Background: an optimization exercise with open tools, aiming at small area. Do not read the settings as production practice.
No driver is modelled on the clock port, so clock power and skew are understated where the tree is cut down; a real chip needs a root buffer or a tree.
Power is estimated from default activity; no workload was simulated.

## DisplayModule
module DisplayModule(
    input clk,
    input rst,
    input buttonU,
    input buttonL,
    input buttonR,
    input buttonD,
    input sw0,
    input sw1,
    output [3:0] an,
    output [6:0] sev_seg,
    output dp
    );
clock: 10.0 ns
lec_check: 0
cap_margin: 20
core_margin: 2
core_utilization: 40
slew_margin: 20
standard.sh (not shown) runs the stock make flow with config.mk's settings and CLKGATE_MAP_FILE= SYNTH_SCRIPT=/design/flow/synth_recipe.tcl, a recipe that flattens the netlist after the stock synthesis.
==> flow/flow/run.sh <==
#!/bin/bash
# Own layout flow: the standard flow (standard.sh), with these changes:
#  - the combinational logic is mapped with an area-oriented ABC script
#    (flow/area.script) instead of ORFS's speed script; the flip-flops come
#    from the unchanged standard synthesis steps (dfflibmap runs before abc);
#  - the port buffers are the smallest buffer cell;
#  - the clock is buffered by flow/pre_cts.tcl (a few clock buffers, each
#    driving the flip-flops of one region) in place of TritonCTS.
# Each tool's output goes to a log file in this folder.
set -euo pipefail
W=$(pwd)
# synthesis script: synth_recipe.tcl with abc's -script replaced
{
  head -n 1 synth_recipe.tcl
  echo "proc abc {args} { set i [lsearch \$args -script]; set args [lreplace \$args [expr {\$i+1}] [expr {\$i+1}] $W/flow/area.script]; yosys abc {*}\$args }"
  tail -n +2 synth_recipe.tcl
} > own_synth.tcl
sed -e "s#SYNTH_SCRIPT=[^ ]*#SYNTH_SCRIPT=$W/own_synth.tcl#" \
    -e "s#CLKGATE_MAP_FILE= #CLKGATE_MAP_FILE= 'BUFFER_PORTS_ARGS=-buffer_cell sky130_fd_sc_hd__buf_1' PRE_CTS_TCL=$W/flow/pre_cts.tcl #" \
    standard.sh > own_standard.sh
bash own_standard.sh > flow_make.log 2>&1
==> flow/flow/area.script <==
strash
dch
amap -F 5
topo
Other scripts of this flow, unchanged in this note and not shown: flow/flow/pre_cts.tcl
Change:
==> flow/flow/run.sh (replaced) <==
#!/bin/bash
# Own layout flow: the standard flow (standard.sh), with these changes:
#  - the combinational logic is mapped with several area-oriented ABC scripts
#    (flow/abc_*.script, by flow/abc_pick.tcl) and the smallest mapping is
#    kept, in place of ORFS's speed script; the flip-flops come from the
#    unchanged standard synthesis steps (dfflibmap runs before abc);
#  - the port buffers are the smallest buffer cell;
#  - the clock is buffered by flow/pre_cts.tcl (a few clock buffers, each
#    driving the flip-flops of one region) in place of TritonCTS.
# Each tool's output goes to a log file in this folder.
set -euo pipefail
W=$(pwd)
# synthesis script: synth_recipe.tcl with abc wrapped by abc_pick.tcl
{
  head -n 1 synth_recipe.tcl
  echo "set ::ABC_PICK_SCRIPTS [lsort [glob $W/flow/abc_*.script]]"
  echo "source $W/flow/abc_pick.tcl"
  tail -n +2 synth_recipe.tcl
} > own_synth.tcl
sed -e "s#SYNTH_SCRIPT=[^ ]*#SYNTH_SCRIPT=$W/own_synth.tcl#" \
    -e "s#CLKGATE_MAP_FILE= #CLKGATE_MAP_FILE= 'BUFFER_PORTS_ARGS=-buffer_cell sky130_fd_sc_hd__buf_1' PRE_CTS_TCL=$W/flow/pre_cts.tcl #" \
    standard.sh > own_standard.sh
bash own_standard.sh > flow_make.log 2>&1
==> flow/flow/abc_a5.script (new file) <==
strash
dch -f
amap
topo
dnsize -c
==> flow/flow/abc_c7.script (new file) <==
strash
ifraig
scorr
dc2
dch -f
amap -F 5
topo
==> flow/flow/abc_d6.script (new file) <==
strash
dch -f
amap -F 5
topo
==> flow/flow/abc_e1.script (new file) <==
strash
dch -f
amap -F 10 -A 10
topo
==> flow/flow/abc_e3.script (new file) <==
strash
dch
amap -F 5
topo
==> flow/flow/abc_f4.script (new file) <==
strash
&get -n
&dc2
&dc2
&put
dch -f
amap -F 5
topo
==> flow/flow/abc_pick.tcl (new file) <==
# Wraps yosys's abc: maps the combinational logic with each ABC script in
# ABC_PICK_SCRIPTS and keeps the mapping with the smallest cell area. The
# flip-flops are already mapped when abc runs and abc leaves them alone.
proc abc {args} {
  set i [lsearch $args -script]
  set lib [lindex $args [expr {[lsearch $args -liberty] + 1}]]
  yosys design -save abc_pick_before
  set best_area -1
  set best_script ""
  foreach script $::ABC_PICK_SCRIPTS {
    yosys design -load abc_pick_before
    yosys abc {*}[lreplace $args [expr {$i + 1}] [expr {$i + 1}] $script]
    set stat [yosys tee -q -s result.string stat -liberty $lib]
    if {![regexp {Chip area for module '[^']*': ([0-9.]+)} $stat -> area]} { continue }
    puts "abc_pick: $script area $area"
    if {$best_area < 0 || $area < $best_area} { set best_area $area; set best_script $script }
  }
  puts "abc_pick: using $best_script (area $best_area)"
  yosys design -load abc_pick_before
  yosys abc {*}[lreplace $args [expr {$i + 1}] [expr {$i + 1}] $best_script]
}
removed: flow/flow/area.script
After rerunning:
- global-route usage went down by 0.37 points
- sequential power is about the same
- worst setup slack got worse by 0.43 ns
- final area stays flat
- routed wire length went down slightly
- hold slack improved by 0.013 ns
Change:
==> flow/flow/run.sh (replaced) <==
#!/bin/bash
# Own layout flow: the standard flow (standard.sh), with these changes:
#  - the combinational logic is mapped with an area-oriented ABC script
#    (flow/area.script) instead of ORFS's speed script; the flip-flops come
#    from the unchanged standard synthesis steps (dfflibmap runs before abc);
#  - the port buffers are the smallest buffer cell;
#  - the clock is buffered by flow/pre_cts.tcl (a few clock buffers, each
#    driving the flip-flops of one region) in place of TritonCTS.
# Each tool's output goes to a log file in this folder.
set -euo pipefail
W=$(pwd)
# synthesis script: synth_recipe.tcl with abc's -script replaced
{
  head -n 1 synth_recipe.tcl
  echo "proc abc {args} { set i [lsearch \$args -script]; set args [lreplace \$args [expr {\$i+1}] [expr {\$i+1}] $W/flow/area.script]; yosys abc {*}\$args }"
  tail -n +2 synth_recipe.tcl
} > own_synth.tcl
sed -e "s#SYNTH_SCRIPT=[^ ]*#SYNTH_SCRIPT=$W/own_synth.tcl#" \
    -e "s#CLKGATE_MAP_FILE= #CLKGATE_MAP_FILE= 'BUFFER_PORTS_ARGS=-buffer_cell sky130_fd_sc_hd__buf_1' PRE_CTS_TCL=$W/flow/pre_cts.tcl #" \
    standard.sh > own_standard.sh
bash own_standard.sh > flow_make.log 2>&1
==> flow/flow/area.script (new file) <==
strash
dch -f
amap -F 5
topo
removed: flow/flow/abc_a5.script
removed: flow/flow/abc_c7.script
removed: flow/flow/abc_d6.script
removed: flow/flow/abc_e1.script
removed: flow/flow/abc_e3.script
removed: flow/flow/abc_f4.script
removed: flow/flow/abc_pick.tcl
=> Worst setup slack improves by 0.39 ns; design area barely changes; worst hold slack loses 0.017 ns; global-route usage barely changes; routed wire length fell slightly; total power went up slightly; area after synthesis increases slightly; die area came out higher slightly; sequential power barely changes; utilization fell by 0.12 points.
No functional check of the RTL was part of any run of this note. In every run of this note, the design's own scripts or RTL, not TritonCTS, make the clock network.

==> separate check: timing with driven ports <==
The results above use ideal ports. As a check the final layouts listed here were re-extracted and re-timed, cells and wires unchanged.
Step 1: set_driving_cell puts a clkbuf_16 on clk and a buf_2 on each other input, an assumption about the parent block.
Step 2 adds t to the input delays and takes it off the output delays; t is the mean of the earliest and latest rising clock arrival at the registers after step 1. Input paths then give back, and output paths get back, about the clock's delay inside the block.
Slacks: ideal ports / drivers / drivers and shift; pairs: ideal ports / drivers.
run	t, ns	setup WS [ns]	latest minus earliest clock arrival (ns)	cell pins on the clock port's net
the first run	0.226	5.357 / 5.298 / 5.402	0.021 / 0.021	3
the second run	0.226	4.930 / 4.967 / 4.741	0.017 / 0.017	3
the third run	0.227	5.316 / 5.257 / 5.414	0.019 / 0.019	3
After both steps setup and hold are still met in every run listed. The setup slack of the second run, which loses most, moves by +0.037 ns with the drivers and by -0.189 ns with both steps.
